From an optimization exercise on the open Yosys and OpenROAD flow, aimed at small area and a short achievable clock period; shortcuts taken in it are not production practice.
The RTL of this run was laid out without a check of its function.

==> flow/run.sh <==
#!/bin/bash
# synth_recipe.tcl (not shown) runs the flow's synth.tcl, then flattens the netlist and writes it again
# the make line also repeats each setting of config.mk as NAME=value (left out here)
make -C /OpenROAD-flow-scripts/flow DESIGN_CONFIG=/design/flow/config.mk WORK_HOME=/design/flow/orfs CLKGATE_MAP_FILE= SYNTH_SCRIPT=/design/flow/synth_recipe.tcl finish
==> flow/config.mk <==
export PLATFORM = sky130hd
export DESIGN_NAME = mul
export DESIGN_NICKNAME = mul
export VERILOG_FILES = /design/flow/design.v
export SDC_FILE = /design/flow/constraint.sdc
export NUM_CORES = 4
export LEC_CHECK = 0
export CAP_MARGIN = 20
export CORE_MARGIN = 2
export CORE_UTILIZATION = 40
export SLEW_MARGIN = 20
==> flow/constraint.sdc <==
create_clock -name core_clock -period 12.0 [get_ports {mul_clk}]
set_input_delay 2.4000 -clock core_clock [delete_from_list [all_inputs] [get_ports {mul_clk}]]
set_output_delay 2.4000 -clock core_clock [all_outputs]
set_load 0.01 [all_outputs]
==> flow/design.v <==
module mul(
    input         mul_clk,
    input         resetn,
    input         mul_signed,
    input  [31:0] x,
    input  [31:0] y,
    input         de_to_ex_valid,
    input         ex_allowin,
    output [63:0] result
);
    wire [16:0] booth_c;                              
    wire [63:0] booth_part_prod [16:0];               
    wire [16:0] part_prod [63:0];                     
    wire [63:0] x_mul = {{32{x[31]&mul_signed}}, x}; 
    wire [33:0] y_mul = {{ 2{y[31]&mul_signed}}, y};
    genvar j;
    generate
    for(j = 0; j < 17; j = j + 1) begin : booth
        if(j == 0) begin
          booth_2b booth_0(
                            .Y({y_mul[1:0], 1'b0}), 
                            .X(x_mul             ),
                            .P(booth_part_prod[0]), 
                            .C(booth_c[0]        )
                          );
        end else begin
          booth_2b booth(
                            .Y(y_mul[2*j+1:2*j-1]), 
                            .X(x_mul<<(2*j)      ), 
                            .P(booth_part_prod[j]), 
                            .C(booth_c[j]        )
                        );
        end
    end
    endgenerate
    genvar k;
    generate
    for(k = 0; k < 64; k = k + 1)
        begin: switch
            assign part_prod[k] = {
                                        booth_part_prod[16][k],
                                        booth_part_prod[15][k], 
                                        booth_part_prod[14][k], 
                                        booth_part_prod[13][k], 
                                        booth_part_prod[12][k], 
                                        booth_part_prod[11][k], 
                                        booth_part_prod[10][k], 
                                        booth_part_prod[ 9][k], 
                                        booth_part_prod[ 8][k], 
                                        booth_part_prod[ 7][k], 
                                        booth_part_prod[ 6][k], 
                                        booth_part_prod[ 5][k], 
                                        booth_part_prod[ 4][k], 
                                        booth_part_prod[ 3][k], 
                                        booth_part_prod[ 2][k], 
                                        booth_part_prod[ 1][k], 
                                        booth_part_prod[ 0][k]
                                  };
        end
    endgenerate
    reg  [16:0] booth_c_r;               
    reg  [16:0] part_prod_r[63:0];       
    wire [13:0] c[63:0];                 
    wire [63:0] add_src1, add_src2;      
    always @(posedge mul_clk)
    begin
        if(de_to_ex_valid & ex_allowin) begin
                booth_c_r <= booth_c;
        end
    end
    genvar m;
    generate
        for(m = 0; m < 64; m = m + 1) begin : part_prod_trans
            always @(posedge mul_clk)
            begin
                if(de_to_ex_valid & ex_allowin) begin
                    part_prod_r[m] <= part_prod[m];
                end
            end
        end
    endgenerate
    assign c[0] = booth_c_r[13:0];
    assign add_src2[0] = booth_c_r[14];
    genvar i;
    generate
    for(i = 0; i < 64; i = i + 1) 
    begin: wallace
        if(i < 63) begin
            wallace_16 wallace(
                                    .cin    (c[i]          ), 
                                    .data_in(part_prod_r[i]), 
                                    .cout   (c[i+1]        ), 
                                    .C      (add_src2[i+1] ), 
                                    .S      (add_src1[i]   )
                               );
        end else begin
            wallace_16 wallace_63(
                                    .cin    (c[63]          ),
                                    .data_in(part_prod_r[63]), 
                                    .S      (add_src1[63]   )
                                 );
        end
    end
    endgenerate
    assign result = add_src1 + add_src2 + booth_c_r[15] + booth_c_r[16];
endmodule
module booth_2b(
    input [2:0] Y,
    input [63:0] X,
    output [63:0] P,
    output C
);
    assign P = Y==3'b001 ? X      :
               Y==3'b010 ? X      :
               Y==3'b011 ? X<<1   :
               Y==3'b100 ? ~(X<<1):
               Y==3'b101 ? ~X     :
               Y==3'b110 ? ~X     :
                           68'd0;
    assign C = Y==3'b100 || Y==3'b101 || Y==3'b110;
endmodule
module wallace_16(
    input  [13:0] cin,
    input  [16:0] data_in,
    output [13:0] cout,
    output        C,
    output        S
);
    wire B1_2, A1_2, C1_3, B1_3, A1_3, A2_0, C2_1, B2_1, A2_1, B3_1, A3_1, A4_0, B4_0, A5_0;
    function [1:0] Add_1;
        input A, B, CIN;
        begin
          Add_1 = A + B + CIN;
        end
    endfunction
    assign {cout[ 0], B1_2} = Add_1(data_in[ 4], data_in[ 3], data_in[ 2]),
           {cout[ 1], A1_2} = Add_1(data_in[ 7], data_in[ 6], data_in[ 5]),
           {cout[ 2], C1_3} = Add_1(data_in[10], data_in[ 9], data_in[ 8]),
           {cout[ 3], B1_3} = Add_1(data_in[13], data_in[12], data_in[11]),
           {cout[ 4], A1_3} = Add_1(data_in[16], data_in[15], data_in[14]),
           {cout[ 5], A2_0} = Add_1(    cin[ 2],     cin[ 1],     cin[ 0]),
           {cout[ 6], C2_1} = Add_1(data_in[ 0],     cin[ 4],     cin[ 3]),
           {cout[ 7], B2_1} = Add_1(       A1_2,        B1_2, data_in[ 1]),
           {cout[ 8], A2_1} = Add_1(       A1_3,        B1_3,        C1_3),
           {cout[ 9], B3_1} = Add_1(       A2_0,     cin[ 6],     cin[ 5]),
           {cout[10], A3_1} = Add_1(       A2_1,        B2_1,        C2_1),
           {cout[11], B4_0} = Add_1(    cin[ 9],     cin[ 8],     cin[ 7]),
           {cout[12], A4_0} = Add_1(       A3_1,        B3_1,     cin[10]),
           {cout[13], A5_0} = Add_1(       A4_0,        B4_0,     cin[11]),
           {C       , S   } = Add_1(       A5_0,     cin[13],     cin[12]);
endmodule
==> impl_metrics.tcl <==
set metrics [dict create \
    firstDrtPassIters 6 \
    maxSlewViolCount 0 \
    viasPerCell 5.76 \
    numCtsBuffers 72 \
    start_util_pct 40.2 \
    dr.first_iter.drc_count 4448 \
    hpwl_mm 124 \
    netlist_instances 4958 \
    outcome "finished clean" \
    hold_end "part_prod_r[6][3]" \
    antenna_found_initial 13 \
    grt_usage_pct 25.3 \
    fill_cells 12700 \
    period_share_pct 96.6 \
    crit_chain "fa_1 -> buf_4 -> inv_1 -> buf_4 -> fa_1 -> fa_1 -> fa_1 -> fa_1 -> inv_1 -> fa_1 -> ha_1 -> ha_1 -> and3_1 -> nand3_1 -> a2111oi_2 -> o31ai_2 -> buf_4 -> a21o_1 -> or3_4 -> a21oi_4 -> o22ai_1 -> xnor2_1 -> clkdlybuf4s50_1" \
    required_ns 9.60 \
    min_path_cells 2 \
    slowest_stage "fa_1" \
    cp_max_fo 8 \
    seq_area_frac_synth_pct 33.1 \
    yosysWarnings 4 \
    placed_area_mm2 0.0581 \
    cts_hold_buf 0 \
    end_kind "output pin" \
    die_area_mm2 0.141 \
    io_buffers 131 \
    ant_nets 0 \
    place_congestion 1.02 \
    ys_top_cells_by_area "edfxtp_1, fa_1, xor2_1" \
    hp-start "y[7]" \
    relSlewSlack_pct 17.9 \
    grt_max_degree 164 \
    synthFlopType "edfxtp_1" \
    drc 0 \
    path_buf_inv 6 \
    met1_usage_pct 34.9 \
    hold_viol 0 \
    drive_gt1_share_pct 6.70 \
    layout_min_cycle_time_ns 11.59 \
    cts_tree "done" \
    synthArstFlopShare_pct 0 \
    synth-edff-count 609 \
    area_growth_pct 9.17 \
    crit_type "register to output pin" \
    cp_slowest_stage_delay_ns 0.73 \
    layout_commonest_cell "fa_1" \
    fin_ws_ns 0.411 \
    tns_ns 0 \
    worst_slew_pin_slew_ns 1.23 \
    critical-path-top-delay-family "adder cells" \
    rsz0062_at_grt "no" \
    row_count 136 \
    grt_pass1_vias 39400 \
    clkSinkCount 609 \
    overflow 0 \
    routedWlPerCell_um 26.5 \
    grt_pass1_wl_mm 264 \
    drt-total-wl_mm 177 \
    htreeDepth 3 \
    vias 38600 \
    holdWs_ns 2.33 \
    cp_common_cell "fa_1" \
    ctsLongestPathBuffers 3 \
    ioPinCount 133 \
    path_clk_slew_ns 0.06 \
    cp.arrival_ns 9.19 \
    synth_largest_area_cell "edfxtp_1" \
    cts-root-buf "clkbuf_16" \
    setup_viol 0 \
    dieWidth_um 376 \
    finalNetCount 5827 \
    yosysTopAreaCellShare_pct 33.1 \
    globalRouteMet2Util_pct 39.5 \
    dp_slack_ns 0.837 \
    cap_viol_max_count 0 \
    fp.dieH_um 376 \
    design.core.area_mm2 0.137 \
    hp-class "primary input to register" \
    stdcell_area_mm2 0.0603 \
    synth.cell_area_mm2 0.0553 \
    ys_types 78 \
    syn_avg_cell_area_um2 11.1 \
    final_cell_mix "fa_1, inv_1, edfxtp_1" \
    fmax_mhz 86.3 \
    start_kind "register" \
    grt.met3_usage_pct 5.38 \
    ys_ff_latch 609 \
    grt.busiest_layer "met2" \
]
-- sequential cells by signal (all words and copies together) (netlist names) --
register / cells
booth_c_r: 17
part_prod_r: 592
-- per-stage QoR --
step	instances	utilization, %
6_report	6693	43.9
5_1_grt	6686	43.9
4_1_cts	6685	43.9
3_5_place_dp	6568	42.3
3_3_place_gp	6567	42.3
2_1_floorplan	4959	-
-- Yosys cell counts, types with 5 or more instances --
library cell and instances:
a21boi_0 5, inv_1 722, nand3_1 44, and3_1 6, buf_2 11, nand2_1 106
o21ai_0 512, a31oi_1 7, nor2b_1 22, clkbuf_1 345, a22oi_1 447, xor2_1 509
nand4_1 16, a21oi_1 123, o21a_1 11, a211oi_1 5, xnor2_1 71, buf_1 70
o211ai_1 10, nand2b_1 8, nor3_1 23, fa_1 770, mux2i_1 13, a21o_1 42
nor2_1 95, o21bai_1 14, edfxtp_1 609, a221o_1 19, o31ai_1 17, o22a_1 13
and2_1 64, o21ai_1 5, a22o_1 12, ha_1 139
-- timing repair --
action | 4_1_cts | 5_1_grt
endpoints found under the setup margin | 0 | 2
buffers inserted | 0 | 0
gates resized for setup | 0 | 4
-- cell families after synthesis --
| family | Yosys count | synth area share [%] |
|---|---|---|
| simple gates | 409 | 3.66 |
| xor+xnor | 580 | 9.19 |
| mux | 14 | 0.256 |
| buf+inv | 1152 | 7.86 |
| other cells | 1 | 0.00679 |
| flops | 609 | 33.1 |
| compound gates | 1284 | 14.9 |
| fa+ha+maj | 909 | 31.0 |
-- layer usage --
| metal | part of all wire, % | vias to the layer above |
|---|---|---|
| met2 | 46 | 1991 |
| met5 | 0.046 | - |
| met3 | 9.6 | 328 |
| met1 | 41 | 19800 |
| met4 | 3.6 | 10 |
| li1 | - | 16400 |
-- cell type report --
type                            count  area [µm²]  share of cell area [%]
Antenna cell                        7        17.5                  0.0290
Clock buffer                       88        1930                    3.19
Clock inverter                     29         216                   0.359
Inverter                          723        2720                    4.50
Multi-Input combinational cell   3198       32900                    54.5
Sequential cell                   609       18300                    30.3
Tap cell                         1794        2240                    3.72
Timing Repair Buffer              245        2010                    3.34
-- worst max path at each step --
stage	start	end	depth (start not counted)
final	part_prod_r[0][16]	result[58]	23
after global routing	part_prod_r[0][16]	result[61]	23
after CTS	part_prod_r[0][16]	result[61]	22
after detailed placement	part_prod_r[0][16]	result[61]	22
after global placement	part_prod_r[0][16]	result[61]	22
after floorplan	de_to_ex_valid	booth_c_r[0]	1

## afterwards: timing with drivers on the ports
Ports are ideal in the flow. The routed layout listed here was re-timed in OpenROAD. Step 1 sets driving cells, clkbuf_16 on the clock port and buf_2 on the other inputs (assumed; they add their load-dependent delay and slew). Step 2 also shifts input and output timing later by t, the mid clock arrival at the registers, as if the neighbouring blocks saw the same clock. Slacks: ideal / step 1 / step 2; pairs: ideal / step 1.
t (ns): 0.699
slack for setup (ns): 0.410 / 0.336 / 1.035
hold WS [ns]: 2.329 / 2.285 / 2.984
latest minus earliest clock arrival (ns): 0.031 / 0.031
pins driven straight from the clock port: 1
After both steps setup and hold are still met in this run. For this run, drivers alone change the setup slack by -0.074 ns; drivers and shift together by +0.625 ns.
